Background: an optimization exercise with open tools, aiming at small area. Do not read the settings as production practice. At most, simulation tests tie the RTL to the original design; equivalence was not proved. The RTL of run 7 was laid out without a check of its function. The flow treats the clock pin as an ideal source, which a real chip does not have. No activity file was given, so power comes from the tool's default toggle rates.

`constraint.sdc`:
```
create_clock -name core_clock -period 7.0 [get_ports {clk}]
set_input_delay 1.4000 -clock core_clock [delete_from_list [all_inputs] [get_ports {clk}]]
set_output_delay 1.4000 -clock core_clock [all_outputs]
set_load 0.01 [all_outputs]
```
`design.v`:
```
module sync_shfifo #(
    parameter FIFO_WIDTH = 32,
    parameter FIFO_ADDR  = 5,
    parameter FIFO_DEPTH = 1 << FIFO_ADDR,
    parameter FIFO_AE_THRESHOLD = 1,
    parameter FIFO_AF_THRESHOLD = FIFO_DEPTH -1)
(
    input                           clk,
    input                           rst_n,
    input                           fifo_wen,
    input      [FIFO_WIDTH-1 :0]    fifo_wdat,
    input                           fifo_ren,
    output     [FIFO_WIDTH-1 :0]    fifo_rdat,
    output                          fifo_empty,
    output                          fifo_full,
    output                          fifo_aempty,
    output                          fifo_afull,
    output     [FIFO_ADDR :0]       fifo_wcnt,
    output reg [FIFO_ADDR :0]       fifo_rcnt,
    output reg                      fifo_wr_full_err,
    output reg                      fifo_rd_empty_err
);
reg  [FIFO_WIDTH-1 :0]   fifo_data[FIFO_DEPTH-1 :0];
wire wr_acc = fifo_wen & ~fifo_full;
wire rd_acc = fifo_ren & ~fifo_empty;
integer i;
always @(posedge clk)
begin
    if (wr_acc) begin
        fifo_data[0] <= fifo_wdat;
        for (i = 1; i < FIFO_DEPTH; i = i + 1)
            fifo_data[i] <= fifo_data[i-1];
    end
end
wire [3:0]              rd_lo;
wire [8:0]              rd_hi;
wire [FIFO_DEPTH-1 :0]  rd_sel;
genvar gk, gb;
generate
    for (gk = 0; gk < 4; gk = gk + 1) begin : g_lo
        assign rd_lo[gk] = fifo_rcnt[1:0] == gk;
    end
    for (gk = 0; gk < 9; gk = gk + 1) begin : g_hi
        assign rd_hi[gk] = fifo_rcnt[FIFO_ADDR:2] == gk;
    end
    for (gk = 0; gk < FIFO_DEPTH; gk = gk + 1) begin : g_dec
        sync_shfifo_and2 u_rd (.a(rd_hi[(gk+1)/4]), .b(rd_lo[(gk+1)%4]), .y(rd_sel[gk]));
    end
endgenerate
generate
    for (gb = 0; gb < FIFO_WIDTH; gb = gb + 1) begin : g_rd
        wire [FIFO_DEPTH-1 :0] col;
        for (gk = 0; gk < FIFO_DEPTH; gk = gk + 1) begin : g_col
            assign col[gk] = fifo_data[gk][gb];
        end
        sync_shfifo_rdbit u_rd (.d(col), .sel(rd_sel), .q(fifo_rdat[gb]));
    end
endgenerate
always @(posedge clk or negedge rst_n)
begin
    if(~rst_n)
        fifo_rcnt <= 'b0;
    else if(wr_acc & ~rd_acc)
        fifo_rcnt <= fifo_rcnt + 'b1;
    else if(rd_acc & ~wr_acc)
        fifo_rcnt <= fifo_rcnt - 'b1;
end
assign fifo_wcnt   = FIFO_DEPTH - fifo_rcnt;
assign fifo_full   = fifo_rcnt[FIFO_ADDR];
assign fifo_empty  = fifo_rcnt == 'b0;
assign fifo_aempty = fifo_rcnt <= FIFO_AE_THRESHOLD;
assign fifo_afull  = fifo_rcnt >= FIFO_AF_THRESHOLD;
always @(posedge clk or negedge rst_n) begin
    if(~rst_n)
        fifo_wr_full_err <= 'b0;
    else if(fifo_full & fifo_wen)
        fifo_wr_full_err <= 'b1;
end
always @(posedge clk or negedge rst_n) begin
    if(~rst_n)
        fifo_rd_empty_err <= 'b0;
    else if(fifo_empty & fifo_ren)
        fifo_rd_empty_err <= 'b1;
end
endmodule
module sync_shfifo_and2 (input a, input b, output y);
assign y = a & b;
endmodule
module sync_shfifo_rdbit (
    input  [31:0] d,
    input  [31:0] sel,
    output        q
);
wire [9:0]  g;
wire [2:0]  h;
genvar i;
generate
    for (i = 0; i < 10; i = i + 1) begin : g_aoi
        sync_shfifo_aoi222 u_aoi (.d(d[3*i+2:3*i]), .s(sel[3*i+2:3*i]), .y(g[i]));
    end
endgenerate
sync_shfifo_nand4  u_nd0 (.a(g[3:0]),  .y(h[0]));
sync_shfifo_nand4  u_nd1 (.a(g[7:4]),  .y(h[1]));
sync_shfifo_aoi22_nand3 u_nd2 (.g(g[9:8]), .d(d[31:30]), .s(sel[31:30]), .y(h[2]));
assign q = |h;
endmodule
module sync_shfifo_aoi222 (input [2:0] d, input [2:0] s, output y);
assign y = ~|(d & s);
endmodule
module sync_shfifo_nand4 (input [3:0] a, output y);
assign y = ~&a;
endmodule
module sync_shfifo_aoi22_nand3 (input [1:0] g, input [1:0] d, input [1:0] s, output y);
assign y = ~(g[0] & g[1] & ~|(d & s));
endmodule
```
`flow/run.sh`:
```
#!/bin/bash
# Standard ORFS layout (the standard.sh, standard synthesis unchanged) with
# these changes to how the layout is made:
#  - port buffers are sky130_fd_sc_hd__buf_1 (repair_design then sizes up or
#    buffers the ones with large loads);
#  - clock tree synthesis without dummy loads (same clustering and buffer as
#    config.mk's CTS settings);
#  - after CTS, an area-recovery pass (flow/downsize.tcl) downsizes
#    combinational cells while slew, capacitance and timing stay met.
set -uo pipefail
export BUFFER_PORTS_ARGS="-buffer_cell sky130_fd_sc_hd__buf_1"
export CTS_ARGS="-sink_clustering_enable -repair_clock_nets -sink_clustering_size 16 -sink_clustering_max_diameter 60 -buf_list sky130_fd_sc_hd__clkbuf_8 -dont_use_dummy_load"
export POST_CTS_TCL=$PWD/flow/post_cts.tcl
bash standard.sh > standard.log 2>&1
rc=$?
mkdir -p orfs_logs
cp -r orfs/logs/. orfs_logs/ 2>/dev/null || true
exit $rc
```
`flow/post_cts.tcl`:
```
# after clock tree synthesis and its timing repair: area recovery by
# downsizing combinational cells that have slack and slew to spare
source [file join [file dirname [info script]] downsize.tcl]
set_propagated_clock [all_clocks]
estimate_parasitics -placement
my_downsize
estimate_parasitics -placement
detailed_placement
check_placement -verbose
```
`flow/downsize.tcl`:
```
# Area recovery: try each upsized combinational cell at smaller drive
# strengths of the same function; keep a change only if no max-slew (with
# a 10% margin) or max-capacitance violation appears and setup/hold slack
# stay comfortable. Clock-tree cells and registers are left alone.
proc my_downsize {} {
  set_max_transition 1.35 [current_design]
  set lib_cells {}
  foreach lc [get_lib_cells sky130_fd_sc_hd__*] {
    dict set lib_cells [get_name $lc] 1
  }
  set dont_use [expr {[info exists ::env(DONT_USE_CELLS)] ? $::env(DONT_USE_CELLS) : {}}]
  set base_slew [sta::max_slew_violation_count]
  set base_cap [sta::max_capacitance_violation_count]
  set base_setup [sta::worst_slack_cmd max]
  puts "downsize: start slew_viol=$base_slew cap_viol=$base_cap setup_ws=$base_setup"
  set saved 0.0
  set n 0
  foreach inst [get_cells *] {
    set ref [get_property $inst ref_name]
    if {![regexp {^(sky130_fd_sc_hd__[a-z0-9]+)_([0-9]+)$} $ref -> base drive]} { continue }
    if {[regexp {df|dl|edf|sdf|clkbuf|clkinv|clkdly|tap|fill|decap|conb|probe} $base]} { continue }
    set orig $ref
    set best $ref
    foreach d {0 1 2 4 6 8 12} {
      if {$d >= $drive} break
      set cand ${base}_$d
      if {![dict exists $lib_cells $cand] || [lsearch $dont_use $cand] >= 0} continue
      replace_cell $inst [get_lib_cells $cand]
      set ok 1
      if {[sta::max_slew_violation_count] > $base_slew} { set ok 0 }
      if {$ok && [sta::max_capacitance_violation_count] > $base_cap} { set ok 0 }
      if {$ok && [sta::worst_slack_cmd max] < 0.5e-9} { set ok 0 }
      if {$ok && [sta::worst_slack_cmd min] < 0.05e-9} { set ok 0 }
      if {$ok} { set best $cand; break }
      replace_cell $inst [get_lib_cells $orig]
    }
    if {$best ne $orig} {
      replace_cell $inst [get_lib_cells $best]
      set a0 [get_property [get_lib_cells $orig] area]
      set a1 [get_property [get_lib_cells $best] area]
      set saved [expr {$saved + $a0 - $a1}]
      incr n
    }
  }
  puts "downsize: $n cells resized, area saved [format %.1f $saved] um2"
  set_max_transition 1.5 [current_design]
}
```
`standard.sh`:
```
#!/bin/bash
# synth_recipe.tcl (not shown) runs the flow's synth.tcl, then flattens the netlist and writes it again
# the make line also repeats each setting of config.mk as NAME=value (left out here)
make -C /OpenROAD-flow-scripts/flow DESIGN_CONFIG=/design/flow/config.mk WORK_HOME=/design/flow/orfs CLKGATE_MAP_FILE= SYNTH_SCRIPT=/design/flow/synth_recipe.tcl "${@:-finish}"
```
`config.mk`:
```
export PLATFORM = sky130hd
export DESIGN_NAME = sync_shfifo
export DESIGN_NICKNAME = sync_shfifo
export VERILOG_FILES = /design/flow/design.v
export SDC_FILE = /design/flow/constraint.sdc
export NUM_CORES = 4
export LEC_CHECK = 0
export CAP_MARGIN = 10
export CORE_MARGIN = 2
export CORE_UTILIZATION = 55
export CTS_BUF_LIST = sky130_fd_sc_hd__clkbuf_8
export CTS_CLUSTER_DIAMETER = 60
export CTS_CLUSTER_SIZE = 16
export SLEW_MARGIN = 10
export SYNTH_HIERARCHICAL = 1
```
==> impl_metrics.yaml, run 1 <==
outcome:
  status: "complete, no violations"
clock_network:
  cts.sinks: 1032
  clk_latency_ns: 0.71
  clk_pin_slew_ns: 0.10
  cts_tree: "built"
route:
  num_vias: 18886
  ant_nets: 0
  first_pass_iters: 9
  wl_mm: 85.2
  drc: 0
  drtIter0Drc: 4099
  vias_per_cell: 7.08
  wl_per_cell_um: 31.9
global_route:
  grt_pass1_wl_mm: 124
  antenna_found_initial: 1
  grt_max_degree: 212
  grt_pass1_vias: 18158
  grt_overflow: 0
  track_usage_pct: 25.3
setup_path:
  required_ns: 5.60
  setup.worst_path.class: "reg -> out"
  path_common_cell: "buf_1"
  slowest_delay_ns: 1.17
  crit_arrival_ns: 5.19
  critPathSlowestCell: "and2_0"
  cp-start-kind: "flip-flop"
  crit_buf_inv: 3
  path_max_fanout: 16
  critPathCaptureType: "primary output"
  crit_family: "simple AND/OR/NAND/NOR gates"
  cp_cell_sequence: "nor4_1 -> and2_0 -> buf_1 -> buf_1 -> a222oi_1 -> nand4_1 -> or3_1 -> buf_1"
synthesis:
  seq_area_frac_synth_pct: 86.5
  syn-num-nets: 1649
  ys_ff_latch: 1032
  syn-instance-count: 1607
  syn_area_um2: 35800
  ys_warn_count: 8
  avgSynthCellArea_um2: 22.3
  yosysUniqueCellTypes: 32
power_and_ir_drop:
  power.density_nw_per_um2: 383
  peakVddDrop_uv: 255
  leakagePower_nw: 12.1
die:
  dieHeight_um: 259
  die_area_um2: 67100
  std_cell_rows: 93
  core_um2: 64300
  io_pins: 86
  initial_core_util_pct: 55.6
  die_w_um: 259
min_path:
  hold_class: "reg -> reg"
finish:
  fillers: 4617
  seqCellArea_um2: 30900
  finalNetCount: 1853
  drive_above_1_share_pct: 6.63
  areaGrowthSynthToFinish_pct: 7.51
  multi_input_area_um2: 4800
sta:
  max_freq_mhz: 152
  setup_tns_ns: 0
  rsz0062_at_grt: "no"
  setup_viol: 0
  hold_viol_final: 0
  slew_headroom_pct: 4.56
  worst_slack_ns: 0.411
  worstMarginPinSlew_ns: 1.43
  slew_viol_final: 0
  timing.final.crit_share_pct: 94.1
  period_needed_ns: 6.59
  clock_skew_ns: 0.0572
place:
  hpwl_mm: 46.1
  io_buffers: 85
  dp_slack_ns: 2.32
  gp_congestion: 0.785
flow_run:
  max_cap_viol_count: 0
## report_power, final
part | switching (mW) | internal, mW
clock network | 1.79 | 0.966
registers | 0.734 | 8.76
logic | 1.85 | 0.651
total | 4.37 | 10.4
## Yosys cell counts, drive strengths merged
master / instances / area share, %
edfxtp: 1024 / 86
a222oi: 320 / 8.9
nand4: 66 / 1.2
and2: 34 / 0.59
nand3: 33 / 0.46
or3: 33 / 0.58
a22oi: 32 / 0.67
dfrtp: 8 / 0.56
ha: 6 / 0.21
nor3: 6 / 0.084
xor2: 6 / 0.15
nor2: 5 / 0.052
buf: 4 / 0.066
nand2: 4 / 0.042
nand2b: 4 / 0.070
xnor2: 4 / 0.098
clkbuf: 3 / 0.031
a21o: 2 / 0.042
a21oi: 2 / 0.038
inv: 2 / 0.021
a41o: 1 / 0.028
mux2i: 1 / 0.028
nor2b: 1 / 0.017
nor4: 1 / 0.017
o21a: 1 / 0.021
o21ai: 1 / 0.014
o32ai: 1 / 0.045
or4: 1 / 0.031
or4b: 1 / 0.028
## area by class of cell
cell class,instances,share of cell area (%)
sequential,1032,80.4
tap,855,2.78
clock buffer,75,2.68
antenna,2,0.0130
timing repair buffer,134,1.62
inverter,2,0.0195
multi-input combinational,566,12.5
## sequential cells by signal, indices dropped and copies added, names as in the netlist
signal,cells
fifo_rcnt,6
fifo_wr_full_err,1
fifo_data,1024
fifo_rd_empty_err,1
## metal layers
layer / track usage, % / vias up / wire length, um
li1: - / 7838 / -
met1: 37.9 / 9788 / 34100
met2: 37.9 / 1119 / 39200
met3: 6.07 / 141 / 9650
met4: 6.58 / 0 / 2190
met5: 0 / - / 0
## Yosys stat by module (local to each module, per instance)
module / times used / flip-flops and latches / cells inside / area (um2)
sync_shfifo_aoi22_nand3: 32 / 0 / 2 / 12.5
sync_shfifo_rdbit: 32 / 0 / 1 / 6.26
sync_shfifo: 1 / 1032 / 1095 / 31400
sync_shfifo_and2: 32 / 0 / 1 / 6.26
sync_shfifo_aoi222: 320 / 0 / 1 / 10.0
sync_shfifo_nand4: 64 / 0 / 1 / 6.26
## cell usage in the layout (no fill, tap or decap), drive strengths merged, types with 2 or more instances in the layout
| cell type | instances |
|---|---|
| edfxtp | 1024 |
| a222oi | 320 |
| buf | 132 |
| clkbuf | 77 |
| nand4 | 66 |
| and2 | 34 |
| nand3 | 33 |
| or3 | 33 |
| a22oi | 32 |
| dfrtp | 8 |
| xor2 | 6 |
| nor3 | 6 |
| ha | 6 |
| nor2 | 5 |
| nand2b | 4 |
| xnor2 | 4 |
| nand2 | 4 |
| diode | 2 |
| inv | 2 |
| a21oi | 2 |
| a21o | 2 |
## stage by stage
step	hold slack (ns)	instances	power (mW)	util [%]	area, um2
5_1_grt	0.450	2665	15.4	59.8	38500
6_report	0.427	2666	14.7	59.8	38500
3_5_place_dp	0.432	2588	12.1	58.4	37600
3_3_place_gp	0.429	2588	12.0	58.4	37600
2_1_floorplan	0.426	1607	11.5	-	35800
## cells by family after synthesis
logic type | after synthesis | share of synthesized area (%)
fa+ha+maj | 6 | 0.210
flops | 1032 | 86.5
buf+inv | 9 | 0.119
mux | 1 | 0.0280
xor+xnor | 10 | 0.245
compound gates | 360 | 9.81
simple gates | 189 | 3.13
## final timing paths
| check | cells past startpoint | startpoint | slack [ns] | end |
|---|---|---|---|---|
| min in group asynchronous | 1 | rst_n | 0.65 | fifo_rd_empty_err$_DFFE_PN0P_ |
| max in group asynchronous | 1 | rst_n | 6.04 | fifo_rcnt[5]$_DFFE_PN0P_ |
| worst min-delay path | 0 | fifo_data[1][31]$_DFFE_PP_ | 0.43 | fifo_data[2][31]$_DFFE_PP_ |
| worst max-delay path | 8 | fifo_rcnt[2]$_DFFE_PN0P_ | 0.41 | fifo_rdat[20] |
| worst min register to register | 0 | fifo_data[1][31]$_DFFE_PP_ | 0.43 | fifo_data[2][31]$_DFFE_PP_ |
| worst max register to register | 3 | fifo_rcnt[5]$_DFFE_PN0P_ | 3.17 | fifo_data[8][26]$_DFFE_PP_ |
==> inputs of run 2 (changes only) <==
--- a/flow/run.sh
+++ b/flow/run.sh
@@ -9,7 +9,7 @@
 #    combinational cells while slew, capacitance and timing stay met.
 set -uo pipefail
 export BUFFER_PORTS_ARGS="-buffer_cell sky130_fd_sc_hd__buf_1"
-export CTS_ARGS="-sink_clustering_enable -repair_clock_nets -sink_clustering_size 16 -sink_clustering_max_diameter 60 -buf_list sky130_fd_sc_hd__clkbuf_8 -dont_use_dummy_load"
+export CTS_ARGS="-sink_clustering_enable -repair_clock_nets -sink_clustering_size 18 -sink_clustering_max_diameter 100 -buf_list sky130_fd_sc_hd__clkbuf_8 -dont_use_dummy_load"
 export POST_CTS_TCL=$PWD/flow/post_cts.tcl
 bash standard.sh > standard.log 2>&1
 rc=$?
==> run 2 against run 1 <==
Compared with the run above:
- sequential power hardly changed
- final cell count decreased by 0.34%
- clock skew shrank 0.0041 ns
- routed wire length about the same
- die area unchanged
- via count decreased by 0.16%
- first-iteration DRC count increased by 1.0%
- non-clock buffer count unchanged
- highest routed layer unchanged
- sequential cell count is the same
- fmax is 0.10% higher
- sequential share of layout area up 0.24 points
- setup slack improved by 0.0066 ns
- critical path type unchanged
==> impl_metrics.yaml, run 2 <==
setup_path:
  timing.rr.end: "fifo_data[2][12]$_DFFE_PP_"
  required_ns: 5.60
  rrSetupSlack_ns: 3.09
  setup.worst_path.class: "reg -> out"
  critPathLaunch: "fifo_rcnt[2]$_DFFE_PN0P_"
  cp-start-kind: "flip-flop"
  critPathCaptureType: "primary output"
  path_max_fanout: 16
  crit_arrival_ns: 5.18
  timing.rr.start: "fifo_rcnt[5]$_DFFE_PN0P_"
  rr_worst_depth: 3
  cp-endpoint: "fifo_rdat[20]"
clock_network:
  cts_tree: "built"
  clk_pin_slew_ns: 0.12
  cts.sinks: 1032
  clk_latency_ns: 0.68
die:
  initial_core_util_pct: 55.6
  dieHeight_um: 259
  die_w_um: 259
  die_area_um2: 67100
  io_pins: 86
  core_um2: 64300
  std_cell_rows: 93
power_and_ir_drop:
  p_int_mw: 10.3
  power.density_nw_per_um2: 381
  leakagePower_nw: 12.1
  power_frac_clock_pct: 18.0
  swShare_pct: 29.7
  combPwrFrac_pct: 17.1
  p_switching_mw: 4.33
  peakVddDrop_uv: 316
  p_seq_share_pct: 65.0
synthesis:
  ys_top_cells_by_count: "1,024 x edfxtp_1, 320 x a222oi_1, 66 x nand4_1"
  seq_area_frac_synth_pct: 86.5
  ys_ff_latch: 1032
  syn_area_um2: 35800
  avgSynthCellArea_um2: 22.3
  syn-num-nets: 1649
  yosysTopAreaCell: "edfxtp_1"
  yosysUniqueCellTypes: 32
  synth_area_leaders: "edfxtp_1 86%, a222oi_1 8.9%, nand4_1 1.2%"
  ys_async_sr_fraction_pct: 0.775
  yosysMostFrequentCell: "edfxtp_1"
  ys.flop_type: "edfxtp_1"
  syn-instance-count: 1607
  ys_warn_count: 8
  yosysTopAreaCellShare_pct: 85.9
  synth_edf_count: 1024
finish:
  final_common_cell: "edfxtp_1"
  drive_above_1_share_pct: 6.22
  finalNetCount: 1845
  largest_register_ffs: 1024
  areaGrowthSynthToFinish_pct: 7.20
  mostFrequentLayoutCells: "1,024 x edfxtp_1, 320 x a222oi_1, 90 x buf_1"
  regMostFlops: "fifo_data"
  largest_registers: "fifo_data (1024), fifo_rcnt (6)"
global_route:
  grt_max_degree: 212
  grt_pass1_vias: 18079
  grt_pass1_wl_mm: 123
  track_usage_pct: 25.2
  antenna_found_initial: 1
  grt_overflow: 0
sta:
  setup_viol: 0
  rsz0062_at_grt: "no"
  worstMarginPinSlew_ns: 1.34
  max_freq_mhz: 152
  hold_viol_final: 0
  period_needed_ns: 6.58
  slew_viol_final: 0
  timing.final.crit_share_pct: 94.0
  worst_slack_ns: 0.418
  setup_tns_ns: 0
  slew_headroom_pct: 10.4
  clock_skew_ns: 0.0531
min_path:
  hold_class: "reg -> reg"
place:
  gp_congestion: 0.785
  hpwl_mm: 46.1
  dp_slack_ns: 2.32
  io_buffers: 85
route:
  wl_mm: 85.2
  first_pass_iters: 10
  drc: 0
  vias_per_cell: 7.10
  wl_per_cell_um: 32.1
  num_vias: 18856
  ant_nets: 0
  drtIter0Drc: 4142
flow_run:
  max_cap_viol_count: 0
outcome:
  status: "complete, no violations"
[run 2: power by group through the flow]
stage | registers [mW] | clock network [mW] | logic [mW]
2_1_floorplan | 10.0 | 0 | 1.47
6_report | 9.49 | 2.62 | 2.50
5_1_grt | 9.65 | 2.91 | 2.68
3_5_place_dp | 9.59 | 0 | 2.55
3_3_place_gp | 9.53 | 0 | 2.50
[run 2: cell families (layout without fill, tap and decap cells)]
family,count (synthesis),in the layout,share of synthesized area [%]
compound gates,360,360,9.81
xor+xnor,10,10,0.245
fa+ha+maj,6,6,0.210
buf+inv,9,203,0.119
flops,1032,1032,86.5
mux,1,1,0.0280
other cells,0,1,0
simple gates,189,189,3.13
[run 2: critical path, cell delays in order (launching register included)]
cell and delay (ns):
dfrtp_1 0.58, nor4_1 0.66, and2_0 1.10, buf_1 0.72
buf_1 0.70, a222oi_1 0.22, nand4_1 0.22, or3_1 0.14
buf_1 0.15
[run 2: worst min-delay path by stage]
stage	startpoint	end	depth (start not counted)	slack, ns
floorplan	fifo_data[9][0]$_DFFE_PP_	fifo_data[10][0]$_DFFE_PP_	0	0.43
global placement	fifo_data[2][1]$_DFFE_PP_	fifo_data[3][1]$_DFFE_PP_	0	0.43
detailed placement	fifo_data[27][19]$_DFFE_PP_	fifo_data[28][19]$_DFFE_PP_	0	0.43
global route	fifo_data[3][5]$_DFFE_PP_	fifo_data[4][5]$_DFFE_PP_	0	0.42
finish	fifo_data[3][5]$_DFFE_PP_	fifo_data[4][5]$_DFFE_PP_	0	0.42
[run 2: layout make-up]
class	count	area, um2
inverters	2	7.51
flip-flops and latches	1032	30900
well taps	855	1070
repair buffers	134	624
diodes	1	2.50
clock buffers	67	922
multi-input cells	566	4800
fillers	4616	26000
[run 2: metal layers]
| metal | GRT usage [%] | up-vias | wire (um) |
|---|---|---|---|
| met5 | 0 | - | 0 |
| met1 | 38.2 | 9752 | 34200 |
| met3 | 5.15 | 107 | 9840 |
| met4 | 6.55 | 0 | 1670 |
| met2 | 38.0 | 1169 | 39600 |
| li1 | - | 7828 | - |
[run 2: per-module statistics from Yosys, one instance, submodules excluded]
module	times used	cells inside	area, um2
sync_shfifo_aoi222	320	1	10.0
sync_shfifo_aoi22_nand3	32	2	12.5
sync_shfifo_and2	32	1	6.26
sync_shfifo_nand4	64	1	6.26
sync_shfifo_rdbit	32	1	6.26
sync_shfifo	1	1095	31400
[run 2: per-stage QoR]
stage | util, % | instances | total power [mW] | hold slack, ns | cell area, um2
6_report | 59.6 | 2657 | 14.6 | 0.421 | 38400
5_1_grt | 59.6 | 2657 | 15.2 | 0.421 | 38400
3_5_place_dp | 58.4 | 2588 | 12.1 | 0.432 | 37600
3_3_place_gp | 58.4 | 2588 | 12.0 | 0.429 | 37600
2_1_floorplan | - | 1607 | 11.5 | 0.426 | 35800
==> inputs of run 3 (changes only) <==
--- a/flow/run.sh
+++ b/flow/run.sh
@@ -9,7 +9,7 @@
 #    combinational cells while slew, capacitance and timing stay met.
 set -uo pipefail
 export BUFFER_PORTS_ARGS="-buffer_cell sky130_fd_sc_hd__buf_1"
-export CTS_ARGS="-sink_clustering_enable -repair_clock_nets -sink_clustering_size 18 -sink_clustering_max_diameter 100 -buf_list sky130_fd_sc_hd__clkbuf_8 -dont_use_dummy_load"
+export CTS_ARGS="-sink_clustering_enable -repair_clock_nets -sink_clustering_size 17 -sink_clustering_max_diameter 80 -buf_list sky130_fd_sc_hd__clkbuf_8 -dont_use_dummy_load"
 export POST_CTS_TCL=$PWD/flow/post_cts.tcl
 bash standard.sh > standard.log 2>&1
 rc=$?
==> run 3 against run 2 <==
Compared with the run above:
- largest cell class unchanged
- routed wire length barely moved
- fmax rose by 0.16%
- combinational power barely moved
==> impl_metrics.yaml, run 3 <==
clock_network:
  cts.sinks: 1032
  clk_pin_slew_ns: 0.10
  cts_tree: "built"
  clk_latency_ns: 0.69
route:
  wl_mm: 85.2
  drtIter0Drc: 3961
  vias_per_cell: 7.11
  ant_nets: 0
  drc: 0
  first_pass_iters: 10
  num_vias: 18933
  wl_per_cell_um: 32.0
synthesis:
  yosysMostFrequentCell: "edfxtp_1"
  syn-instance-count: 1607
  ys_warn_count: 8
  synth_area_leaders: "edfxtp_1 86%, a222oi_1 8.9%, nand4_1 1.2%"
  ys_top_cells_by_count: "1,024 x edfxtp_1, 320 x a222oi_1, 66 x nand4_1"
  yosysTopAreaCellShare_pct: 85.9
  yosysTopAreaCell: "edfxtp_1"
  seq_area_frac_synth_pct: 86.5
  ys_ff_latch: 1032
  ys_async_sr_fraction_pct: 0.775
  syn-num-nets: 1649
  avgSynthCellArea_um2: 22.3
  synth_edf_count: 1024
  syn_area_um2: 35800
  ys.flop_type: "edfxtp_1"
  yosysUniqueCellTypes: 32
setup_path:
  slowest_delay_ns: 1.12
  rr_worst_depth: 3
  cp_num_cells: 8
  cp-start-kind: "flip-flop"
  path_common_cell: "buf_1"
  crit_family: "simple AND/OR/NAND/NOR gates"
  crit_arrival_ns: 5.17
  setup.worst_path.class: "reg -> out"
  cp_cell_sequence: "nor4_1 -> and2_0 -> buf_1 -> buf_1 -> a222oi_1 -> nand4_1 -> or3_1 -> buf_1"
  critPathCaptureType: "primary output"
  path_max_fanout: 16
  crit_buf_inv: 3
  required_ns: 5.60
  critPathSlowestCell: "and2_0"
power_and_ir_drop:
  peakVddDrop_uv: 332
  combPwrFrac_pct: 17.0
  p_switching_mw: 4.35
  p_seq_share_pct: 64.8
  leakagePower_nw: 12.1
  power.density_nw_per_um2: 382
  swShare_pct: 29.7
  power_frac_clock_pct: 18.2
  p_int_mw: 10.3
finish:
  largest_registers: "fifo_data (1024), fifo_rcnt (6)"
  mostFrequentLayoutCells: "1,024 x edfxtp_1, 320 x a222oi_1, 90 x buf_1"
  drive_above_1_share_pct: 6.37
  regMostFlops: "fifo_data"
  final_common_cell: "edfxtp_1"
  fin_cells: 2661
  fillers: 4620
  finalNetCount: 1848
  areaGrowthSynthToFinish_pct: 7.32
  largest_register_ffs: 1024
  final_area_um2: 38400
sta:
  setup_tns_ns: 0
  clock_skew_ns: 0.0310
  worst_slack_ns: 0.428
  setup_viol: 0
  worstMarginPinSlew_ns: 1.37
  timing.final.crit_share_pct: 93.9
  period_needed_ns: 6.57
  slew_viol_final: 0
  hold_viol_final: 0
  rsz0062_at_grt: "no"
  slew_headroom_pct: 8.77
  max_freq_mhz: 152
die:
  core_um2: 64300
  std_cell_rows: 93
  die_w_um: 259
  io_pins: 86
  initial_core_util_pct: 55.6
  dieHeight_um: 259
  die_area_um2: 67100
place:
  gp_congestion: 0.785
  dp.cells: 2588
  io_buffers: 85
  hpwl_mm: 46.1
  place_area_um2: 37600
  dp_slack_ns: 2.32
global_route:
  grt_pass1_wl_mm: 123
  track_usage_pct: 25.2
  antenna_found_initial: 1
  grt_overflow: 0
  grt_pass1_vias: 18237
  grt_max_degree: 212
min_path:
  hold_class: "reg -> reg"
  hold_depth: 0
flow_run:
  max_cap_viol_count: 0
outcome:
  status: "complete, no violations"
==> run 3: power by group through the flow <==
stage	Sequential (mW)	Combinational, mW	Clock [mW]
after global routing	9.65	2.68	2.95
after global placement	9.53	2.50	0
final	9.49	2.50	2.67
after detailed placement	9.59	2.55	0
after floorplan	10.0	1.47	0
==> run 3: cell families after synthesis <==
kind of cell / synth area share [%]
AO/OA/AOI/OAI: 9.81
XOR/XNOR: 0.245
adder cells (fa/ha/maj): 0.210
buffers and inverters: 0.119
flip-flops: 86.5
multiplexers: 0.0280
AND/OR/NAND/NOR: 3.13
==> run 3: modules after synthesis (local to each module, per instance) <==
module	cells inside	area (um2)	flops+latches
sync_shfifo_aoi222	1	10.0	0
sync_shfifo_and2	1	6.26	0
sync_shfifo_rdbit	1	6.26	0
sync_shfifo_nand4	1	6.26	0
sync_shfifo_aoi22_nand3	2	12.5	0
sync_shfifo	1095	31400	1032
==> run 3: layout make-up <==
| type | instances | area [um2] | area share, % |
|---|---|---|---|
| tap | 855 | 1070 | 2.78 |
| inverter | 2 | 7.51 | 0.0195 |
| timing repair buffer | 134 | 624 | 1.63 |
| multi-input combinational | 566 | 4800 | 12.5 |
| antenna | 2 | 5.00 | 0.0130 |
| clock buffer | 70 | 963 | 2.51 |
| sequential | 1032 | 30900 | 80.6 |
==> run 3: metal layers <==
metal  share of wire, %  wire length [um]  global-route usage (%)  vias up
li1                   -                 -                       -     7833
met1                 40             34200                    37.6     9846
met2                 46             39200                    37.8     1127
met3                 11              9730                    5.64      127
met4                2.4              2050                    7.13        0
met5                  0                 0                       0        -
==> run 3: final timing paths <==
check	startpoint	to	slack, ns
worst max-delay path	fifo_rcnt[2]$_DFFE_PN0P_	fifo_rdat[20]	0.43
worst min-delay path	fifo_data[14][21]$_DFFE_PP_	fifo_data[15][21]$_DFFE_PP_	0.43
worst max register to register	fifo_rcnt[5]$_DFFE_PN0P_	fifo_data[24][7]$_DFFE_PP_	3.17
worst min register to register	fifo_data[14][21]$_DFFE_PP_	fifo_data[15][21]$_DFFE_PP_	0.43
max in group asynchronous	rst_n	fifo_rcnt[4]$_DFFE_PN0P_	6.03
min in group asynchronous	rst_n	fifo_rd_empty_err$_DFFE_PN0P_	0.65
==> run 3: per-stage QoR <==
step	util (%)	hold WS [ns]	total power, mW
2_1_floorplan	-	0.426	11.5
3_3_place_gp	58.4	0.429	12.0
3_5_place_dp	58.4	0.432	12.1
5_1_grt	59.7	0.464	15.3
6_report	59.7	0.435	14.7
==> inputs of run 4 (changes only) <==
--- a/flow/downsize.tcl
+++ b/flow/downsize.tcl
@@ -25,6 +25,7 @@
       if {$d >= $drive} break
       set cand ${base}_$d
       if {![dict exists $lib_cells $cand] || [lsearch $dont_use $cand] >= 0} continue
+      if {[get_property [get_lib_cells $cand] area] >= [get_property [get_lib_cells $orig] area]} continue
       replace_cell $inst [get_lib_cells $cand]
       set ok 1
       if {[sta::max_slew_violation_count] > $base_slew} { set ok 0 }
--- a/config.mk
+++ b/config.mk
@@ -8,8 +8,5 @@
 export CAP_MARGIN = 10
 export CORE_MARGIN = 2
 export CORE_UTILIZATION = 55
-export CTS_BUF_LIST = sky130_fd_sc_hd__clkbuf_8
-export CTS_CLUSTER_DIAMETER = 60
-export CTS_CLUSTER_SIZE = 16
 export SLEW_MARGIN = 10
 export SYNTH_HIERARCHICAL = 1
==> run 4 against run 3 <==
Compared with the run above:
- register-to-register slack is essentially flat
- global-route usage unchanged
- synthesized area is the same
- hold slack improved by 0.0032 ns
- largest power group unchanged
- non-clock buffer count unchanged
- largest cell class unchanged
- sequential cell count unchanged
- still clean on timing, DRC and antenna
- routed wire length hardly changed
==> impl_metrics.yaml, run 4 <==
outcome:
  status: "complete, no violations"
setup_path:
  crit_buf_inv: 3
  critPathCaptureType: "primary output"
  slowest_delay_ns: 0.85
  cp-start-kind: "flip-flop"
  required_ns: 5.60
  path_common_cell: "buf_1"
  rrSetupSlack_ns: 3.16
  path_max_fanout: 16
  crit_arrival_ns: 4.87
  critPathLaunch: "fifo_rcnt[2]$_DFFE_PN0P_"
  timing.rr.start: "fifo_rcnt[5]$_DFFE_PN0P_"
  rr_worst_depth: 3
  critPathSlowestCell: "and2_1"
  cp-endpoint: "fifo_rdat[20]"
  crit_family: "simple AND/OR/NAND/NOR gates"
  cp_cell_sequence: "nor4_1 -> and2_1 -> buf_1 -> buf_1 -> a222oi_1 -> nand4_1 -> or3_1 -> buf_1"
  cp_num_cells: 8
  setup.worst_path.class: "reg -> out"
  timing.rr.end: "fifo_data[24][7]$_DFFE_PP_"
clock_network:
  cts.sinks: 1032
  clk_latency_ns: 0.68
  cts_tree: "built"
  clk_pin_slew_ns: 0.11
global_route:
  grt_max_degree: 212
  track_usage_pct: 25.2
  grt_overflow: 0
  grt_pass1_wl_mm: 123
  grt.met3_usage_pct: 5.64
  antenna_found_initial: 1
  grtUsageMet1_pct: 37.6
  grt_pass1_vias: 18237
  busiest_layer: "met2"
  grt_util_met2_pct: 37.8
synthesis:
  ys_ff_latch: 1032
  ys_warn_count: 8
  syn-instance-count: 1607
  seq_area_frac_synth_pct: 86.5
  yosysUniqueCellTypes: 32
  syn_area_um2: 35800
  yosysTopAreaCell: "edfxtp_1"
  synth_area_leaders: "edfxtp_1 86%, a222oi_1 8.9%, nand4_1 1.2%"
  ys_async_sr_fraction_pct: 0.775
  syn-num-nets: 1649
  ys.flop_type: "edfxtp_1"
  avgSynthCellArea_um2: 22.3
  synth_edf_count: 1024
  yosysTopAreaCellShare_pct: 85.9
  yosysMostFrequentCell: "edfxtp_1"
  ys_top_cells_by_count: "1,024 x edfxtp_1, 320 x a222oi_1, 66 x nand4_1"
power_and_ir_drop:
  peakVddDrop_uv: 330
  leakagePower_nw: 12.1
  power.density_nw_per_um2: 381
  p_total_mw: 14.7
route:
  drc: 0
  wl_per_cell_um: 32.0
  num_vias: 18923
  wl_mm: 85.2
  drtIter0Drc: 3935
  ant_nets: 0
  first_pass_iters: 10
  vias_per_cell: 7.11
sta:
  setup_tns_ns: 0
  setup_viol: 0
  slew_headroom_pct: 14.1
  hold_viol_final: 0
  rsz0062_at_grt: "no"
  clock_skew_ns: 0.0280
  slew_viol_final: 0
  period_needed_ns: 6.27
  max_freq_mhz: 159
  worstMarginPinSlew_ns: 1.29
  timing.final.crit_share_pct: 89.6
place:
  hpwl_mm: 46.1
  io_buffers: 85
  gp_congestion: 0.785
die:
  die_area_um2: 67100
  io_pins: 86
  die_w_um: 259
  initial_core_util_pct: 55.6
  std_cell_rows: 93
  core_um2: 64300
  dieHeight_um: 259
min_path:
  hold_class: "reg -> reg"
finish:
  mostFrequentLayoutCells: "1,024 x edfxtp_1, 320 x a222oi_1, 90 x buf_1"
  regMostFlops: "fifo_data"
  largest_register_ffs: 1024
  finalNetCount: 1848
  largest_registers: "fifo_data (1024), fifo_rcnt (6)"
  final_common_cell: "edfxtp_1"
  areaGrowthSynthToFinish_pct: 7.32
  drive_above_1_share_pct: 6.37
flow_run:
  max_cap_viol_count: 0
-- run 4: cell counts after synthesis --
Identical to the previous run, type by type.
-- run 4: kinds of logic (layout without fill, tap and decap cells) --
logic type | count (synthesis) | after routing | share of synthesized area [%]
xor+xnor | 10 | 10 | 0.245
compound gates | 360 | 360 | 9.81
fa+ha+maj | 6 | 6 | 0.210
buf+inv | 9 | 206 | 0.119
other cells | 0 | 2 | 0
flops | 1032 | 1032 | 86.5
simple gates | 189 | 189 | 3.13
mux | 1 | 1 | 0.0280
-- run 4: final cells by class --
class                   instances  area, um2
clock buffers                  70        963
well taps                     855       1070
inverters                       2       7.51
repair buffers                134        624
diodes                          2       5.00
multi-input cells             566       4800
fillers                      4620      25900
flip-flops and latches       1032      30900
-- run 4: per-layer routing --
metal / up-vias / part of all wire (%)
li1: 7831 / -
met3: 125 / 11
met1: 9829 / 40
met4: 0 / 2.2
met5: - / 0
met2: 1138 / 46
-- run 4: metrics by stage --
step	hold slack (ns)	cell area [um2]	setup WS [ns]	std cells	util (%)
3_5_place_dp	0.432	37600	2.32	2588	58.4
5_1_grt	0.464	38400	0.622	2661	59.7
2_1_floorplan	0.426	35800	-11.79	1607	-
6_report	0.438	38400	0.726	2661	59.7
3_3_place_gp	0.429	37600	2.46	2588	58.4
-- run 4: worst min path at each step --
stage / startpoint / endpoint / slack (ns) / cells past startpoint
5_1_grt: fifo_data[16][16]$_DFFE_PP_ / fifo_data[17][16]$_DFFE_PP_ / 0.46 / 0
6_report: fifo_data[14][21]$_DFFE_PP_ / fifo_data[15][21]$_DFFE_PP_ / 0.44 / 0
2_1_floorplan: fifo_data[9][0]$_DFFE_PP_ / fifo_data[10][0]$_DFFE_PP_ / 0.43 / 0
3_3_place_gp: fifo_data[2][1]$_DFFE_PP_ / fifo_data[3][1]$_DFFE_PP_ / 0.43 / 0
3_5_place_dp: fifo_data[27][19]$_DFFE_PP_ / fifo_data[28][19]$_DFFE_PP_ / 0.43 / 0
-- run 4: Yosys stat by module, one instance, submodules excluded --
| module | times used | cells inside | area, um2 |
|---|---|---|---|
| sync_shfifo | 1 | 1095 | 31400 |
| sync_shfifo_aoi22_nand3 | 32 | 2 | 12.5 |
| sync_shfifo_aoi222 | 320 | 1 | 10.0 |
| sync_shfifo_and2 | 32 | 1 | 6.26 |
| sync_shfifo_nand4 | 64 | 1 | 6.26 |
| sync_shfifo_rdbit | 32 | 1 | 6.26 |
-- run 4: power breakdown --
group / total [mW] / leakage (nW) / internal, mW / switching (mW)
Clock: 2.67 / 0.503 / 0.906 / 1.76
Sequential: 9.49 / 9.77 / 8.76 / 0.735
Combinational: 2.49 / 1.84 / 0.652 / 1.84
==> inputs of run 5 (changes only) <==
--- a/config.mk
+++ b/config.mk
@@ -7,6 +7,6 @@
 export LEC_CHECK = 0
 export CAP_MARGIN = 10
 export CORE_MARGIN = 2
-export CORE_UTILIZATION = 55
+export CORE_UTILIZATION = 48
 export SLEW_MARGIN = 10
 export SYNTH_HIERARCHICAL = 1
==> run 5 against run 4 <==
Compared with the run above:
- still clean
- power up 0.42%
- fmax rose by 5.3%
- global-route usage shrank 3.8 points
- non-clock buffer count down 17
- combinational power is 2% higher
- count of clock-buffer cells in the layout grew 1
==> impl_metrics.yaml, run 5 <==
outcome:
  status: "complete, no violations"
route:
  wl_mm: 83.7
  drc: 0
  num_vias: 18886
  ant_nets: 0
  wl_per_cell_um: 30.3
  vias_per_cell: 6.85
  first_pass_iters: 12
  drtIter0Drc: 3976
die:
  dieHeight_um: 277
  io_pins: 86
  initial_core_util_pct: 48.2
  std_cell_rows: 100
  core_um2: 74200
  die_w_um: 277
  die_area_um2: 76800
synthesis:
  synth.area.mux_share_pct: 0.0280
  synth_fa_ha_area_share_pct: 0.210
  yosysUniqueCellTypes: 32
  avgSynthCellArea_um2: 22.3
  synth_area_leaders: "edfxtp_1 86%, a222oi_1 8.9%, nand4_1 1.2%"
  synth_compound_area_share_pct: 9.81
  seq_area_frac_synth_pct: 86.5
  yosys.area_share.simple_pct: 3.13
  yosysTopAreaCellShare_pct: 85.9
  synth_edf_count: 1024
  synth_xor_area_share_pct: 0.245
  ys_top_cells_by_count: "1,024 x edfxtp_1, 320 x a222oi_1, 66 x nand4_1"
  synth_top_family_by_area: "compound AO/OA/AOI/OAI gates"
  yosysMostFrequentCell: "edfxtp_1"
  ys.flop_type: "edfxtp_1"
  ys_warn_count: 8
  ys_async_sr_fraction_pct: 0.775
  ys_ff_latch: 1032
  syn-num-nets: 1649
  syn_area_um2: 35800
  syn-instance-count: 1607
  yosysTopAreaCell: "edfxtp_1"
place:
  dp_slack_ns: 2.26
  gp_congestion: 0.757
  place_area_um2: 37600
  io_buffers: 85
  hpwl_mm: 45.1
  dp.cells: 2686
setup_path:
  setup.worst_path.class: "reg -> out"
  critPathCaptureType: "primary output"
  critPathSlowestCell: "buf_1"
  required_ns: 5.60
  slowest_delay_ns: 0.98
  path_common_cell: "buf_1"
  cp_cell_sequence: "inv_1 -> ha_1 -> and2_1 -> buf_1 -> a222oi_1 -> nand3_1 -> or3_1 -> buf_1"
  crit_arrival_ns: 4.56
  timing.rr.start: "fifo_rcnt[5]$_DFFE_PN0P_"
  cp-start-kind: "flip-flop"
  timing.rr.end: "fifo_data[29][28]$_DFFE_PP_"
  path_max_fanout: 17
  rrSetupSlack_ns: 3.76
  rr_worst_depth: 3
power_and_ir_drop:
  swShare_pct: 29.8
  peakVddDrop_uv: 239
  combPwrFrac_pct: 17.3
  power.density_nw_per_um2: 382
  p_total_mw: 14.7
  p_switching_mw: 4.39
  p_seq_share_pct: 64.5
  p_int_mw: 10.3
  leakagePower_nw: 12.0
  power_frac_clock_pct: 18.3
global_route:
  track_usage_pct: 21.4
  antenna_found_initial: 2
  grt_pass1_vias: 18354
  grt_pass1_wl_mm: 123
  grt_max_degree: 232
  grt_overflow: 0
sta:
  hold_viol_final: 0
  rsz0062_at_grt: "no"
  worst_slack_ns: 1.04
  slew_viol_final: 0
  max_freq_mhz: 168
  holdWs_ns: 0.405
  setup_tns_ns: 0
  setup_viol: 0
  timing.final.crit_share_pct: 85.1
  period_needed_ns: 5.96
  slew_headroom_pct: 14.3
  worstMarginPinSlew_ns: 1.29
  clock_skew_ns: 0.0720
flow_run:
  max_cap_viol_count: 0
min_path:
  hold_depth: 0
  holdPathEnd: "fifo_data[22][23]$_DFFE_PP_"
  hold_class: "reg -> reg"
  min_from: "fifo_data[21][23]$_DFFE_PP_"
finish:
  regMostFlops: "fifo_data"
  final_common_cell: "edfxtp_1"
  areaGrowthSynthToFinish_pct: 7.50
  fin_util_pct: 51.9
  drive_above_1_share_pct: 5.70
  largest_register_ffs: 1024
  finalNetCount: 1832
  fin_cells: 2758
  final_area_um2: 38500
  mostFrequentLayoutCells: "1,024 x edfxtp_1, 320 x a222oi_1, 94 x buf_1"
  largest_registers: "fifo_data (1024), fifo_rcnt (6)"
clock_network:
  cts_tree: "built"
  clk_latency_ns: 0.68
  cts.sinks: 1032
  clk_pin_slew_ns: 0.11
run 5: how the worst max path moves through the flow:
| stage | start | end | slack, ns | cells past startpoint |
|---|---|---|---|---|
| after detailed placement | fifo_rcnt[2]$_DFFE_PN0P_ | fifo_rdat[16] | 2.26 | 7 |
| final | fifo_rcnt[0]$_DFFE_PN0P_ | fifo_rdat[23] | 1.04 | 8 |
| after floorplan | fifo_wen | fifo_rcnt[5]$_DFFE_PN0P_ | -11.79 | 6 |
| after global placement | fifo_rcnt[2]$_DFFE_PN0P_ | fifo_rdat[16] | 2.27 | 7 |
| after global routing | fifo_rcnt[0]$_DFFE_PN0P_ | fifo_rdat[23] | 0.86 | 8 |
run 5: cell families (layout without fill, tap and decap cells):
| logic type | count (synthesis) | in the layout |
|---|---|---|
| DFF | 1032 | 1032 |
| muxes | 1 | 1 |
| AOI/OAI and AO/OA | 360 | 360 |
| xor gates and xnor gates | 10 | 10 |
| and+or+nand+nor | 189 | 189 |
| other | 0 | 1 |
| buffers and inverters | 9 | 190 |
| adders and majority gates | 6 | 6 |
run 5: critical path, delay by kind of cell (launching register included):
family	cells	cell delay, ns
and+or+nand+nor	3	1.34
buffers and inverters	3	1.33
DFF	1	0.50
adders and majority gates	1	0.40
AOI/OAI and AO/OA	1	0.29
run 5: per-module statistics from Yosys, one instance, submodules excluded:
module | copies in the design | area [um2] | cells inside
sync_shfifo | 1 | 31400 | 1095
sync_shfifo_aoi22_nand3 | 32 | 12.5 | 2
sync_shfifo_aoi222 | 320 | 10.0 | 1
sync_shfifo_and2 | 32 | 6.26 | 1
sync_shfifo_nand4 | 64 | 6.26 | 1
sync_shfifo_rdbit | 32 | 6.26 | 1
run 5: area by class of cell:
| type | instances | area, um2 |
|---|---|---|
| diodes | 1 | 2.50 |
| fillers | 5797 | 35700 |
| well taps | 969 | 1210 |
| inverters | 2 | 7.51 |
| multi-input cells | 566 | 4800 |
| flip-flops and latches | 1032 | 30900 |
| clock buffers | 71 | 977 |
| repair buffers | 117 | 533 |
run 5: power groups by stage:
stage / sequential, mW / combinational, mW / clock, mW
2_1_floorplan: 10.0 / 1.47 / 0
3_3_place_gp: 9.51 / 2.55 / 0
3_5_place_dp: 9.60 / 2.58 / 0
5_1_grt: 9.65 / 2.70 / 3.00
6_report: 9.48 / 2.54 / 2.69
run 5: layer usage:
layer / GRT usage, % / routed length (um) / part of all wire (%)
met1: 31.7 / 34500 / 41
met2: 33.4 / 39900 / 48
met3: 3.13 / 7650 / 9.1
met4: 5.85 / 1630 / 2.0
met5: 0 / 12 / 0.014
==> inputs of run 6 (changes only) <==
--- a/flow/run.sh
+++ b/flow/run.sh
@@ -9,7 +9,7 @@
 #    combinational cells while slew, capacitance and timing stay met.
 set -uo pipefail
 export BUFFER_PORTS_ARGS="-buffer_cell sky130_fd_sc_hd__buf_1"
-export CTS_ARGS="-sink_clustering_enable -repair_clock_nets -sink_clustering_size 17 -sink_clustering_max_diameter 80 -buf_list sky130_fd_sc_hd__clkbuf_8 -dont_use_dummy_load"
+export CTS_ARGS="-sink_clustering_enable -repair_clock_nets -sink_clustering_size 34 -sink_clustering_max_diameter 120 -buf_list sky130_fd_sc_hd__clkbuf_16 -dont_use_dummy_load"
 export POST_CTS_TCL=$PWD/flow/post_cts.tcl
 bash standard.sh > standard.log 2>&1
 rc=$?
--- a/config.mk
+++ b/config.mk
@@ -7,6 +7,6 @@
 export LEC_CHECK = 0
 export CAP_MARGIN = 10
 export CORE_MARGIN = 2
-export CORE_UTILIZATION = 48
+export CORE_UTILIZATION = 55
 export SLEW_MARGIN = 10
 export SYNTH_HIERARCHICAL = 1
==> run 6 against run 5 <==
Compared with the run above:
- design area decreased by 0.34%
- synthesized cell count unchanged
- synthesized area unchanged
- fmax decreased by 3.5%
- hold slack improved by 0.025 ns
- critical path type unchanged
- first-iteration DRC count increased by 2.5%
- utilization increased by 7.7 points
- power decreased by 0.74%
- die area decreased by 13%
- sequential cell count unchanged
- setup slack got worse by 0.21 ns
==> impl_metrics.yaml, run 6 <==
place:
  hpwl_mm: 46.1
  place_area_um2: 37600
  gp_congestion: 0.785
  io_buffers: 85
  dp.cells: 2588
finish:
  fillers: 4603
  drive_above_1_share_pct: 4.58
  final_area_um2: 38300
  largest_registers: "fifo_data (1024), fifo_rcnt (6)"
  largest_register_ffs: 1024
  fin_cells: 2625
  finalNetCount: 1814
  areaGrowthSynthToFinish_pct: 7.13
  diodes: 0
  final_common_cell: "edfxtp_1"
  regMostFlops: "fifo_data"
  mostFrequentLayoutCells: "1,024 x edfxtp_1, 320 x a222oi_1, 90 x buf_1"
  fin_util_pct: 59.6
flow_run:
  max_cap_viol_count: 0
setup_path:
  cp_num_cells: 8
  crit_family: "simple AND/OR/NAND/NOR gates"
  crit_arrival_ns: 4.77
  path_max_fanout: 16
  crit_buf_inv: 3
  critPathSlowestCell: "and2_1"
  cp_cell_sequence: "nor4_1 -> and2_1 -> buf_1 -> buf_1 -> a222oi_1 -> nand4_1 -> or3_1 -> buf_1"
  required_ns: 5.60
  path_common_cell: "buf_1"
  rr_worst_depth: 3
  critPathCaptureType: "primary output"
  cp-start-kind: "flip-flop"
  slowest_delay_ns: 0.84
  setup.worst_path.class: "reg -> out"
route:
  drc: 0
  drtIter0Drc: 4074
  first_pass_iters: 8
  wl_mm: 84.0
  ant_nets: 0
  vias_per_cell: 7.13
  wl_per_cell_um: 32.0
  num_vias: 18723
global_route:
  track_usage_pct: 24.8
  grt_max_degree: 212
  grt_pass1_wl_mm: 122
  grt_overflow: 0
  antenna_found_initial: 0
  grt_pass1_vias: 17883
synthesis:
  synth.area.mux_share_pct: 0.0280
  yosysTopAreaCellShare_pct: 85.9
  ys.flop_type: "edfxtp_1"
  synth_edf_count: 1024
  yosys.area_share.simple_pct: 3.13
  synth_compound_area_share_pct: 9.81
  synth_top_family_by_area: "compound AO/OA/AOI/OAI gates"
  synth_area_leaders: "edfxtp_1 86%, a222oi_1 8.9%, nand4_1 1.2%"
  ys_warn_count: 8
  avgSynthCellArea_um2: 22.3
  synth_xor_area_share_pct: 0.245
  synth_fa_ha_area_share_pct: 0.210
  syn-instance-count: 1607
  yosysUniqueCellTypes: 32
  ys_top_cells_by_count: "1,024 x edfxtp_1, 320 x a222oi_1, 66 x nand4_1"
  yosysMostFrequentCell: "edfxtp_1"
  syn-num-nets: 1649
  seq_area_frac_synth_pct: 86.5
  ys_async_sr_fraction_pct: 0.775
  syn_area_um2: 35800
  yosysTopAreaCell: "edfxtp_1"
  ys_ff_latch: 1032
die:
  die_w_um: 259
  dieHeight_um: 259
  std_cell_rows: 93
  die_area_um2: 67100
  io_pins: 86
  core_um2: 64300
  initial_core_util_pct: 55.6
sta:
  setup_viol: 0
  setup_tns_ns: 0
  slew_viol_final: 0
  timing.final.crit_share_pct: 88.2
  max_freq_mhz: 162
  period_needed_ns: 6.17
  hold_viol_final: 0
  rsz0062_at_grt: "no"
  slew_headroom_pct: 12.3
  worstMarginPinSlew_ns: 1.31
  clock_skew_ns: 0.0494
outcome:
  status: "complete, no violations"
min_path:
  hold_class: "reg -> reg"
  hold_depth: 0
clock_network:
  cts.sinks: 1032
  cts_tree: "built"
  clk_latency_ns: 0.61
  clk_pin_slew_ns: 0.12
power_and_ir_drop:
  peakVddDrop_uv: 255
  power.density_nw_per_um2: 381
  leakagePower_nw: 12.0
==> run 6: cell types whose count changed in the layout (fill, tap and decap cells not counted), sizes merged <==
cell    delta
clkbuf    -33
buf       +15
diode      -1
==> run 6: kinds of logic after synthesis <==
group           after synthesis
simple gates                189
compound gates              360
mux                           1
xor+xnor                     10
fa+ha+maj                     6
flops                      1032
buf+inv                       9
==> run 6: final cells by class <==
| type | count | area, um2 | share of cell area, % |
|---|---|---|---|
| clock buffer | 36 | 901 | 2.35 |
| inverter | 2 | 7.51 | 0.0196 |
| tap | 855 | 1070 | 2.79 |
| timing repair buffer | 134 | 624 | 1.63 |
| multi-input combinational | 566 | 4800 | 12.5 |
| sequential | 1032 | 30900 | 80.7 |
==> run 6: layer usage <==
| metal | vias up | routed length, um | track usage, % |
|---|---|---|---|
| li1 | 7780 | - | - |
| met5 | - | 0 | 0 |
| met4 | 0 | 1720 | 5.83 |
| met2 | 1084 | 39000 | 37.9 |
| met3 | 100 | 9450 | 4.84 |
| met1 | 9759 | 33800 | 37.5 |
==> run 6: per-module statistics from Yosys, one instance, submodules excluded <==
module | cells | area [um2] | flops+latches
sync_shfifo_nand4 | 1 | 6.26 | 0
sync_shfifo_rdbit | 1 | 6.26 | 0
sync_shfifo_and2 | 1 | 6.26 | 0
sync_shfifo_aoi222 | 1 | 10.0 | 0
sync_shfifo_aoi22_nand3 | 2 | 12.5 | 0
sync_shfifo | 1095 | 31400 | 1032
==> run 6: worst paths after layout <==
kind,startpoint,slack (ns),to
worst max-delay path,fifo_rcnt[2]$_DFFE_PN0P_,0.83,fifo_rdat[20]
worst min-delay path,fifo_data[14][5]$_DFFE_PP_,0.43,fifo_data[15][5]$_DFFE_PP_
worst max register to register,fifo_rcnt[5]$_DFFE_PN0P_,3.18,fifo_data[2][12]$_DFFE_PP_
worst min register to register,fifo_data[14][5]$_DFFE_PP_,0.43,fifo_data[15][5]$_DFFE_PP_
max in group asynchronous,rst_n,5.95,fifo_rcnt[4]$_DFFE_PN0P_
min in group asynchronous,rst_n,0.74,fifo_rcnt[1]$_DFFE_PN0P_
==> run 6: per-stage QoR <==
stage	setup WS, ns	power, mW	hold WS (ns)
5_1_grt	0.703	15.2	0.443
2_1_floorplan	-11.79	11.5	0.426
3_5_place_dp	2.32	12.1	0.432
6_report	0.828	14.6	0.430
3_3_place_gp	2.46	12.0	0.429
==> run 6: power by group <==
part           internal, mW  switching, mW  total [mW]
Combinational         0.652           1.84        2.49
Sequential             8.75          0.735        9.49
Clock                 0.943           1.69        2.63
==> run 6: worst register-to-register path: cells and delay by family, from the launching register on <==
| family | cells | cell delay, ns |
|---|---|---|
| simple gates | 1 | 0.78 |
| buf+inv | 2 | 1.99 |
| flops | 1 | 0.56 |
==> inputs of run 7 (changes only) <==
--- a/design.v
+++ b/design.v
@@ -32,19 +32,20 @@
             fifo_data[i] <= fifo_data[i-1];
     end
 end
-wire [3:0]              rd_lo;
-wire [8:0]              rd_hi;
+wire [3:0]              rd_p0, rd_p1;
+wire [2:0]              rd_p2;
 wire [FIFO_DEPTH-1 :0]  rd_sel;
 genvar gk, gb;
 generate
-    for (gk = 0; gk < 4; gk = gk + 1) begin : g_lo
-        assign rd_lo[gk] = fifo_rcnt[1:0] == gk;
+    for (gk = 0; gk < 4; gk = gk + 1) begin : g_p01
+        assign rd_p0[gk] = fifo_rcnt[1:0] == gk;
+        assign rd_p1[gk] = fifo_rcnt[3:2] == gk;
     end
-    for (gk = 0; gk < 9; gk = gk + 1) begin : g_hi
-        assign rd_hi[gk] = fifo_rcnt[FIFO_ADDR:2] == gk;
+    for (gk = 0; gk < 3; gk = gk + 1) begin : g_p2
+        assign rd_p2[gk] = fifo_rcnt[5:4] == gk;
     end
     for (gk = 0; gk < FIFO_DEPTH; gk = gk + 1) begin : g_dec
-        sync_shfifo_and2 u_rd (.a(rd_hi[(gk+1)/4]), .b(rd_lo[(gk+1)%4]), .y(rd_sel[gk]));
+        sync_shfifo_and3 u_rd (.a(rd_p2[(gk+1)/16]), .b(rd_p1[((gk+1)/4)%4]), .c(rd_p0[(gk+1)%4]), .y(rd_sel[gk]));
     end
 endgenerate
 generate
@@ -83,8 +84,8 @@
         fifo_rd_empty_err <= 'b1;
 end
 endmodule
-module sync_shfifo_and2 (input a, input b, output y);
-assign y = a & b;
+module sync_shfifo_and3 (input a, input b, input c, output y);
+assign y = a & b & c;
 endmodule
 module sync_shfifo_rdbit (
     input  [31:0] d,
--- a/flow/run.sh
+++ b/flow/run.sh
@@ -9,7 +9,7 @@
 #    combinational cells while slew, capacitance and timing stay met.
 set -uo pipefail
 export BUFFER_PORTS_ARGS="-buffer_cell sky130_fd_sc_hd__buf_1"
-export CTS_ARGS="-sink_clustering_enable -repair_clock_nets -sink_clustering_size 34 -sink_clustering_max_diameter 120 -buf_list sky130_fd_sc_hd__clkbuf_16 -dont_use_dummy_load"
+export CTS_ARGS="-sink_clustering_enable -repair_clock_nets -sink_clustering_size 17 -sink_clustering_max_diameter 80 -buf_list sky130_fd_sc_hd__clkbuf_8 -dont_use_dummy_load"
 export POST_CTS_TCL=$PWD/flow/post_cts.tcl
 bash standard.sh > standard.log 2>&1
 rc=$?
--- a/config.mk
+++ b/config.mk
@@ -7,6 +7,6 @@
 export LEC_CHECK = 0
 export CAP_MARGIN = 10
 export CORE_MARGIN = 2
-export CORE_UTILIZATION = 55
+export CORE_UTILIZATION = 48
 export SLEW_MARGIN = 10
 export SYNTH_HIERARCHICAL = 1
==> run 7 against run 6 <==
Compared with the run above:
- final cell count increased by 5.7%
- synthesized cell count decreased by 0.37%
- design area increased by 0.46%
- highest routed layer is now met5
- sequential share of layout area decreased by 0.37 points
- largest power group unchanged
- critical path type unchanged
- still clean
- count of clock-buffer cells in the layout increased by 35
- sequential cell count unchanged
- die area increased by 14%
==> impl_metrics.yaml, run 7 <==
outcome:
  status: "complete, no violations"
power_and_ir_drop:
  swShare_pct: 30.0
  peakVddDrop_uv: 199
  power_frac_clock_pct: 18.3
  p_total_mw: 14.7
  p_int_mw: 10.3
  combPwrFrac_pct: 17.7
  p_switching_mw: 4.41
  leakagePower_nw: 12.2
  p_seq_share_pct: 64.1
  power.density_nw_per_um2: 382
synthesis:
  yosysMostFrequentCell: "edfxtp_1"
  ys_warn_count: 8
  synth_fa_ha_area_share_pct: 0.210
  ys_top_cells_by_count: "1,024 x edfxtp_1, 320 x a222oi_1, 64 x nand4_1"
  syn-num-nets: 1643
  yosysTopAreaCell: "edfxtp_1"
  yosys.area_share.simple_pct: 3.09
  synth_area_leaders: "edfxtp_1 86%, a222oi_1 9.0%, nand4_1 1.1%"
  synth_xor_area_share_pct: 0.245
  synth.area.mux_share_pct: 0.0280
  syn_area_um2: 35800
  ys_ff_latch: 1032
  synth_top_family_by_area: "compound AO/OA/AOI/OAI gates"
  syn-instance-count: 1601
  seq_area_frac_synth_pct: 86.5
  yosysUniqueCellTypes: 34
  ys.flop_type: "edfxtp_1"
  synth_compound_area_share_pct: 9.76
  yosysTopAreaCellShare_pct: 85.9
  avgSynthCellArea_um2: 22.3
  ys_async_sr_fraction_pct: 0.775
  synth_edf_count: 1024
flow_run:
  max_cap_viol_count: 0
sta:
  period_needed_ns: 6.06
  slew_headroom_pct: 12.2
  timing.final.crit_share_pct: 86.6
  rsz0062_at_grt: "no"
  setup_tns_ns: 0
  hold_viol_final: 0
  slew_viol_final: 0
  holdWs_ns: 0.401
  setup_viol: 0
  worstMarginPinSlew_ns: 1.32
  max_freq_mhz: 165
  clock_skew_ns: 0.0862
die:
  dieHeight_um: 277
  io_pins: 86
  die_w_um: 277
  die_area_um2: 76700
  std_cell_rows: 100
  core_um2: 74100
  initial_core_util_pct: 48.3
route:
  drtIter0Drc: 3638
  wl_per_cell_um: 30.0
  wl_mm: 83.2
  ant_nets: 0
  first_pass_iters: 10
  vias_per_cell: 6.75
  drc: 0
  num_vias: 18737
setup_path:
  path_max_fanout: 17
  cp-start-kind: "flip-flop"
  crit_arrival_ns: 4.66
  critPathCaptureType: "primary output"
  rrSetupSlack_ns: 2.62
  timing.rr.end: "fifo_data[18][21]$_DFFE_PP_"
  timing.rr.start: "fifo_rcnt[5]$_DFFE_PN0P_"
  rr_worst_depth: 4
  required_ns: 5.60
  setup.worst_path.class: "reg -> out"
finish:
  largest_registers: "fifo_data (1024), fifo_rcnt (6)"
  finalNetCount: 1848
  final_area_um2: 38500
  fillers: 5838
  drive_above_1_share_pct: 6.04
  areaGrowthSynthToFinish_pct: 7.68
  mostFrequentLayoutCells: "1,024 x edfxtp_1, 320 x a222oi_1, 106 x buf_1"
  final_common_cell: "edfxtp_1"
  regMostFlops: "fifo_data"
  largest_register_ffs: 1024
global_route:
  grt_pass1_vias: 18392
  antenna_found_initial: 3
  grt_overflow: 0
  track_usage_pct: 21.3
  grt_max_degree: 187
  grt_pass1_wl_mm: 122
place:
  gp_congestion: 0.776
  hpwl_mm: 47.2
  io_buffers: 85
  place_area_um2: 37800
clock_network:
  cts.sinks: 1032
  cts_tree: "built"
  clk_pin_slew_ns: 0.10
  clk_latency_ns: 0.67
min_path:
  min_from: "fifo_data[13][13]$_DFFE_PP_"
  holdPathEnd: "fifo_data[14][13]$_DFFE_PP_"
  hold_class: "reg -> reg"
  hold_depth: 0
-- run 7: changes by cell type in the layout (fill, tap and decap cells not counted), sizes merged, moves of 3 or more --
cell	before	now
clkbuf	38	73
and2	34	1
and3	0	33
buf	132	137
nand2b	4	1
nor2b	1	4
-- run 7: critical path, cell delays in order, from the launching register on --
cell	delay, ns
dfrtp_1	0.53
nor2b_1	0.64
and3_1	1.00
buf_1	0.98
a222oi_1	0.26
nand3_1	0.25
or3_1	0.15
buf_1	0.18
-- run 7: layout make-up --
cell class | count | area (um2) | share of cell area (%)
Sequential cell | 1032 | 30900 | 80.3
Multi-Input combinational cell | 560 | 4750 | 12.3
Tap cell | 969 | 1210 | 3.15
Clock buffer | 71 | 977 | 2.54
Timing Repair Buffer | 139 | 623 | 1.62
Inverter | 2 | 7.51 | 0.0195
Antenna cell | 2 | 5.00 | 0.0130
-- run 7: kinds of logic (layout without fill, tap and decap cells) --
logic type / count (synthesis) / after routing
simple gates: 183 / 183
other cells: 0 / 2
buf+inv: 9 / 212
compound gates: 360 / 360
fa+ha+maj: 6 / 6
xor+xnor: 10 / 10
flops: 1032 / 1032
mux: 1 / 1
-- run 7: layer usage --
layer  part of all wire (%)  track usage [%]
met1                     40             29.9
met2                     48             33.5
met3                     10             4.56
met4                    2.4             6.81
met5                  0.089            0.688
-- run 7: Yosys stat by module (local to each module, per instance) --
module | cells | times used | flops+latches | cell area [um2]
sync_shfifo_aoi222 | 1 | 320 | 0 | 10.0
sync_shfifo_aoi22_nand3 | 2 | 32 | 0 | 12.5
sync_shfifo_nand4 | 1 | 64 | 0 | 6.26
sync_shfifo | 1089 | 1 | 1032 | 31400
sync_shfifo_rdbit | 1 | 32 | 0 | 6.26
sync_shfifo_and3 | 1 | 32 | 0 | 6.26
-- run 7: how the worst max path moves through the flow --
stage                                   startpoint                        to  slack [ns]  cells after the start
after floorplan                           fifo_wen  fifo_rcnt[5]$_DFFE_PN0P_      -11.67                      7
after global placement    fifo_rcnt[5]$_DFFE_PN0P_              fifo_rdat[5]        2.27                      7
after detailed placement  fifo_rcnt[5]$_DFFE_PN0P_              fifo_rdat[5]        2.23                      7
after global routing      fifo_rcnt[4]$_DFFE_PN0P_              fifo_rdat[3]        0.71                      7
final                     fifo_rcnt[4]$_DFFE_PN0P_              fifo_rdat[6]        0.94                      7
-- run 7: stage by stage --
stage | worst slack [ns] | instances | util, %
after floorplan | -11.67 | 1601 | -
after detailed placement | 2.23 | 2701 | 51.0
after global placement | 2.27 | 2699 | 51.0
final | 0.939 | 2775 | 52.0
after global routing | 0.708 | 2774 | 52.0
-- run 7: power groups by stage --
stage	clock, mW	sequential (mW)	combinational, mW
floorplan	0	9.94	1.52
global placement	0	9.47	2.64
detailed placement	0	9.54	2.70
global route	3.00	9.59	2.79
finish	2.69	9.44	2.60

re-timing with driven ports:
Ports are ideal in the flow. The routed layouts listed here were re-timed in OpenROAD. Step 1: set_driving_cell puts a clkbuf_16 on clk and a buf_2 on each other input, an assumption about the parent block. Step 2 also shifts input and output timing later by t, the mid clock arrival at the registers, as if the neighbouring blocks saw the same clock. Three values: no drivers, after step 1, after step 2; two values: the first two.
| run | shift t [ns] | setup WS [ns] | worst slew at a driven data input, ns |
|---|---|---|---|
| run 1 | 0.746 | 0.411 / 0.350 / 1.096 | 0.06 |
| run 2 | 0.711 | 0.418 / 0.362 / 1.072 | 0.06 |
| run 3 | 0.730 | 0.428 / 0.371 / 1.101 | 0.06 |
| run 4 | 0.725 | 0.726 / 0.669 / 1.394 | 0.06 |
| run 5 | 0.706 | 1.041 / 0.982 / 1.688 | 0.06 |
| run 6 | 0.647 | 0.828 / 0.764 / 1.411 | 0.06 |
| run 7 | 0.702 | 0.939 / 0.874 / 1.575 | 0.06 |
After both steps every run listed still meets setup and hold.
